From an optimization exercise on the open Yosys and OpenROAD flow, aimed at small area; shortcuts taken in it are not production practice.
Only simulation tests tie the RTL to the original design; equivalence was not proved.

==> build 73: inputs <==
==> flow/design.v (excerpt) <==
module CORDIC_top #(parameter WIDTH = 16 , parameter ITERATIONS = 32) (
    input clk,
    input signed [WIDTH-1:0] x_start,
    input signed [WIDTH-1:0] y_start,
    input signed [31:0] angle_in,
    output signed [WIDTH-1:0] sine,
    output signed [WIDTH-1:0] cosine
);
==> flow/config.mk <==
export PLATFORM = sky130hd
export DESIGN_NAME = CORDIC_top
export DESIGN_NICKNAME = CORDIC_top
export VERILOG_FILES = /design/flow/design.v
export SDC_FILE = /design/flow/constraint.sdc
export NUM_CORES = 4
export LEC_CHECK = 0
export CAP_MARGIN = 20
export CORE_MARGIN = 2
export CORE_UTILIZATION = 40
export SLEW_MARGIN = 20
==> flow/constraint.sdc <==
create_clock -name core_clock -period 6.0 [get_ports {clk}]
set_input_delay 1.2000 -clock core_clock [delete_from_list [all_inputs] [get_ports {clk}]]
set_output_delay 1.2000 -clock core_clock [all_outputs]
set_load 0.01 [all_outputs]
standard.sh (not shown) runs the stock make flow with config.mk's settings and CLKGATE_MAP_FILE= SYNTH_SCRIPT=/design/flow/synth_recipe.tcl, a recipe that flattens the netlist after the stock synthesis.
==> flow/flow/run.sh <==
#!/bin/bash
# Own flow: the standard layout, with synthesis run through flow/my_synth.tcl
# (a different ABC script and no full-adder extraction) and clock tree
# synthesis without dummy loads and with small clock buffers; ports get the smallest buffer. Registers and
# their names are those of the standard synthesis.
set -euo pipefail
W=$(pwd)
export MY_WORK=$W
export MY_ABC_SCRIPT=$W/flow/abc_area.script
# synthesis only, with our script; the remaining steps are the standard.sh
make -C "$FLOW_HOME" DESIGN_CONFIG="$W/config.mk" WORK_HOME="$W/orfs" CLKGATE_MAP_FILE= \
  SYNTH_SCRIPT="$W/flow/my_synth.tcl" synth > "$W/own_synth.log" 2>&1
export CTS_ARGS="-sink_clustering_enable -repair_clock_nets -dont_use_dummy_load -buf_list {sky130_fd_sc_hd__clkbuf_8} -sink_clustering_size 14 -sink_clustering_max_diameter 70"
export BUFFER_PORTS_ARGS="-buffer_cell sky130_fd_sc_hd__buf_1"
bash "$W/standard.sh" > "$W/own_standard.log" 2>&1
==> flow/flow/abc_area.script <==
&get -n
&st
&dch
&nf -R 20 -p -F 8 -A 4
&put
topo
buffer -N 16
upsize -D 5000
dnsize -D 5000
stime -p
==> flow/flow/my_synth.tcl <==
# The standard synthesis (synth_recipe.tcl) with two changes for area:
# Yosys's abc calls use this flow's ABC script, and full/half adders are not
# extracted into fa/ha cells (ABC maps the adder logic itself).
proc abc {args} {
  set i [lsearch -exact $args -script]
  if {$i >= 0} { lset args [expr {$i + 1}] $::env(MY_ABC_SCRIPT) }
  puts "flow/my_synth.tcl: abc $args"
  yosys abc {*}$args
}
proc extract_fa {args} { puts "flow/my_synth.tcl: extract_fa skipped" }
source $::env(MY_WORK)/synth_recipe.tcl
==> trial 62 (differences from build 73) <==
--- a/flow/design.v
+++ b/flow/design.v
@@ -822,20 +822,18 @@
 wire ycm31 = yS31[2:1] == 2'b11;    
 wire yop31 = ya31 & ycp31;    
 wire yom31 = yz31 & ycm31;    
 wire yz31_c = (yz31 & ~ycp31 & ~ycm31) | yop31;
 wire ya31_c = (ya31 & ~ycp31 & ~ycm31) | yom31;
 wire [16:0] yh32_n = yh31 + {{16{yom31}}, yop31 | yom31};
 wire [15:0] c32 = xh32_n[15:0], s32 = yh32_n[15:0];
-wire [2:0] es = sgn_s[30] ? (yom31 ? 3'd2 : yop31 ? 3'd0 : 3'd1) : (yop31 ? 3'd1 : yom31 ? 3'b111 : 3'd0);
-wire [2:0] ec = sgn_c[30] ? (xom31 ? 3'd2 : xop31 ? 3'd0 : 3'd1) : (xop31 ? 3'd1 : xom31 ? 3'b111 : 3'd0);
 reg [15:0] r31s, r31c, r32s, r32c, r33s, r33c;
 always @(posedge clk) begin
-    r31s <= (yh31[15:0] ^ {16{sgn_s[30]}}) + {{13{es[2]}}, es};
-    r31c <= (xh31[15:0] ^ {16{sgn_c[30]}}) + {{13{ec[2]}}, ec};
+    r31s <= sgn_s[30] ? -s32 : s32;
+    r31c <= sgn_c[30] ? -c32 : c32;
     r32s <= r31s; r32c <= r31c;
     r33s <= r32s; r33c <= r32c;
 end
 assign sine = r33s;
 assign cosine = r33c;
 endmodule
 module CORDIC_top #(parameter WIDTH = 16 , parameter ITERATIONS = 32) (
==> flow/flow/run.sh (replaced) <==
#!/bin/bash
# Own flow: the standard layout, with synthesis run through flow/my_synth.tcl
# (a different ABC script and no full-adder extraction). Registers and their
# names are those of the standard synthesis.
set -euo pipefail
W=$(pwd)
export MY_WORK=$W
export MY_ABC_SCRIPT=$W/flow/abc_area.script
# synthesis only, with our script; the remaining steps are the standard.sh
make -C "$FLOW_HOME" DESIGN_CONFIG="$W/config.mk" WORK_HOME="$W/orfs" CLKGATE_MAP_FILE= \
  SYNTH_SCRIPT="$W/flow/my_synth.tcl" synth > "$W/own_synth.log" 2>&1
bash "$W/standard.sh" > "$W/own_standard.log" 2>&1
==> flow/flow/abc_area.script (replaced) <==
strash
dch
map -D 4500
topo
buffer -N 10
upsize -D 4500
dnsize -D 4500
stime -p
==> build 58 (differences from build 73) <==
--- a/flow/design.v
+++ b/flow/design.v
@@ -822,20 +822,18 @@
 wire ycm31 = yS31[2:1] == 2'b11;    
 wire yop31 = ya31 & ycp31;    
 wire yom31 = yz31 & ycm31;    
 wire yz31_c = (yz31 & ~ycp31 & ~ycm31) | yop31;
 wire ya31_c = (ya31 & ~ycp31 & ~ycm31) | yom31;
 wire [16:0] yh32_n = yh31 + {{16{yom31}}, yop31 | yom31};
 wire [15:0] c32 = xh32_n[15:0], s32 = yh32_n[15:0];
-wire [2:0] es = sgn_s[30] ? (yom31 ? 3'd2 : yop31 ? 3'd0 : 3'd1) : (yop31 ? 3'd1 : yom31 ? 3'b111 : 3'd0);
-wire [2:0] ec = sgn_c[30] ? (xom31 ? 3'd2 : xop31 ? 3'd0 : 3'd1) : (xop31 ? 3'd1 : xom31 ? 3'b111 : 3'd0);
 reg [15:0] r31s, r31c, r32s, r32c, r33s, r33c;
 always @(posedge clk) begin
-    r31s <= (yh31[15:0] ^ {16{sgn_s[30]}}) + {{13{es[2]}}, es};
-    r31c <= (xh31[15:0] ^ {16{sgn_c[30]}}) + {{13{ec[2]}}, ec};
+    r31s <= sgn_s[30] ? -s32 : s32;
+    r31c <= sgn_c[30] ? -c32 : c32;
     r32s <= r31s; r32c <= r31c;
     r33s <= r32s; r33c <= r32c;
 end
 assign sine = r33s;
 assign cosine = r33c;
 endmodule
 module CORDIC_top #(parameter WIDTH = 16 , parameter ITERATIONS = 32) (
==> flow/flow/run.sh (replaced) <==
#!/bin/bash
# Own flow: the standard layout, with synthesis run through flow/my_synth.tcl
# (a different ABC script and no full-adder extraction). Registers and their
# names are those of the standard synthesis.
set -euo pipefail
W=$(pwd)
export MY_WORK=$W
export MY_ABC_SCRIPT=$W/flow/abc_area.script
# synthesis only, with our script; the remaining steps are the standard.sh
make -C "$FLOW_HOME" DESIGN_CONFIG="$W/config.mk" WORK_HOME="$W/orfs" CLKGATE_MAP_FILE= \
  SYNTH_SCRIPT="$W/flow/my_synth.tcl" synth > "$W/own_synth.log" 2>&1
bash "$W/standard.sh" > "$W/own_standard.log" 2>&1
==> flow/flow/abc_area.script (replaced) <==
&get -n
&st
&dch
&nf -R 1000
&put
topo
buffer -N 10
upsize -D 4500
dnsize -D 4500
stime -p
==> build 15 (differences from build 73) <==
--- a/flow/design.v
+++ b/flow/design.v
@@ -822,20 +822,18 @@
 wire ycm31 = yS31[2:1] == 2'b11;    
 wire yop31 = ya31 & ycp31;    
 wire yom31 = yz31 & ycm31;    
 wire yz31_c = (yz31 & ~ycp31 & ~ycm31) | yop31;
 wire ya31_c = (ya31 & ~ycp31 & ~ycm31) | yom31;
 wire [16:0] yh32_n = yh31 + {{16{yom31}}, yop31 | yom31};
 wire [15:0] c32 = xh32_n[15:0], s32 = yh32_n[15:0];
-wire [2:0] es = sgn_s[30] ? (yom31 ? 3'd2 : yop31 ? 3'd0 : 3'd1) : (yop31 ? 3'd1 : yom31 ? 3'b111 : 3'd0);
-wire [2:0] ec = sgn_c[30] ? (xom31 ? 3'd2 : xop31 ? 3'd0 : 3'd1) : (xop31 ? 3'd1 : xom31 ? 3'b111 : 3'd0);
 reg [15:0] r31s, r31c, r32s, r32c, r33s, r33c;
 always @(posedge clk) begin
-    r31s <= (yh31[15:0] ^ {16{sgn_s[30]}}) + {{13{es[2]}}, es};
-    r31c <= (xh31[15:0] ^ {16{sgn_c[30]}}) + {{13{ec[2]}}, ec};
+    r31s <= sgn_s[30] ? -s32 : s32;
+    r31c <= sgn_c[30] ? -c32 : c32;
     r32s <= r31s; r32c <= r31c;
     r33s <= r32s; r33c <= r32c;
 end
 assign sine = r33s;
 assign cosine = r33c;
 endmodule
 module CORDIC_top #(parameter WIDTH = 16 , parameter ITERATIONS = 32) (
==> flow/flow/abc_area.script (replaced) <==
&get -n
&st
&dch
&nf -R 20 -p -F 8 -A 4
&put
topo
buffer -N 10
upsize -D 4500
dnsize -D 4500
stime -p
==> flow/config.mk (replaced) <==
export PLATFORM = sky130hd
export DESIGN_NAME = CORDIC_top
export DESIGN_NICKNAME = CORDIC_top
export VERILOG_FILES = /design/flow/design.v
export SDC_FILE = /design/flow/constraint.sdc
export NUM_CORES = 4
export LEC_CHECK = 0
export CAP_MARGIN = 20
export CORE_MARGIN = 2
export CORE_UTILIZATION = 60
export PLACE_DENSITY = 0.72
export SLEW_MARGIN = 20
==> qor summary <==
quantity	build 58	trial 62	build 73	build 15
DIE HEIGHT	550 um	564 um	545 um	448 um
Fraction of area in multi-input gates	0.520	0.477	0.550	0.560
Sequential cell area fraction in the yosys report	0.385	0.366	0.391	0.388
Tightest slew margin relative to the limit	0.372	0.362	0.341	0.291
Antenna diode count	2	4	1	5
Ratio of routed vias to standard cells	4.74	4.53	4.81	5.45
Outcome	timing/DRC/antenna clean	timing/DRC/antenna clean	timing/DRC/antenna clean	timing/DRC/antenna clean
Avg Cell Area, Syn	8.98 um^2	7.10 um^2	9.08 um^2	9.00 um^2
Met2 GRT Util	0.303	0.336	0.297	0.481
Critical path data required time	6.79 ns	6.68 ns	6.83 ns	6.85 ns
Layout clock buffers	328	345	196	188
Post-cts repair resize count	15	0	16	20
Total standard cell area after synthesis	119000 um^2	125000 um^2	117000 um^2	118000 um^2
Htree depth	4	5	4	4
Global-route wire length before repair	417000 um	471000 um	404000 um	436000 um

==> static timing again, ports no longer ideal <==
No port has a modelled driver above. Below, the same layouts with a new extraction and two added sets of constraints.
Step 1: set_driving_cell puts a clkbuf_16 on clk and a buf_2 on each other input, an assumption about the parent block.
Step 2 times the ports against the registers' clock, not the clock port: input delays grow and output delays shrink by t, the midpoint of the rising clock arrivals with the driver on.
Three values: ideal, step 1, step 2; two values: the first two.
| run | t, ns | slack for setup (ns) | worst slew at a driven data input, ns | cell pins on the clock port's net |
|---|---|---|---|---|
| build 73 | 1.042 | 0.249 / 0.249 / 0.249 | 0.03 | 1 |
| trial 62 | 0.950 | 0.533 / 0.533 / 0.533 | 0.05 | 1 |
| build 58 | 0.963 | 0.248 / 0.248 / 0.248 | 0.06 | 1 |
| build 15 | 1.014 | 0.174 / 0.174 / 0.174 | 0.18 | 1 |
After both steps every run listed still meets setup and hold.
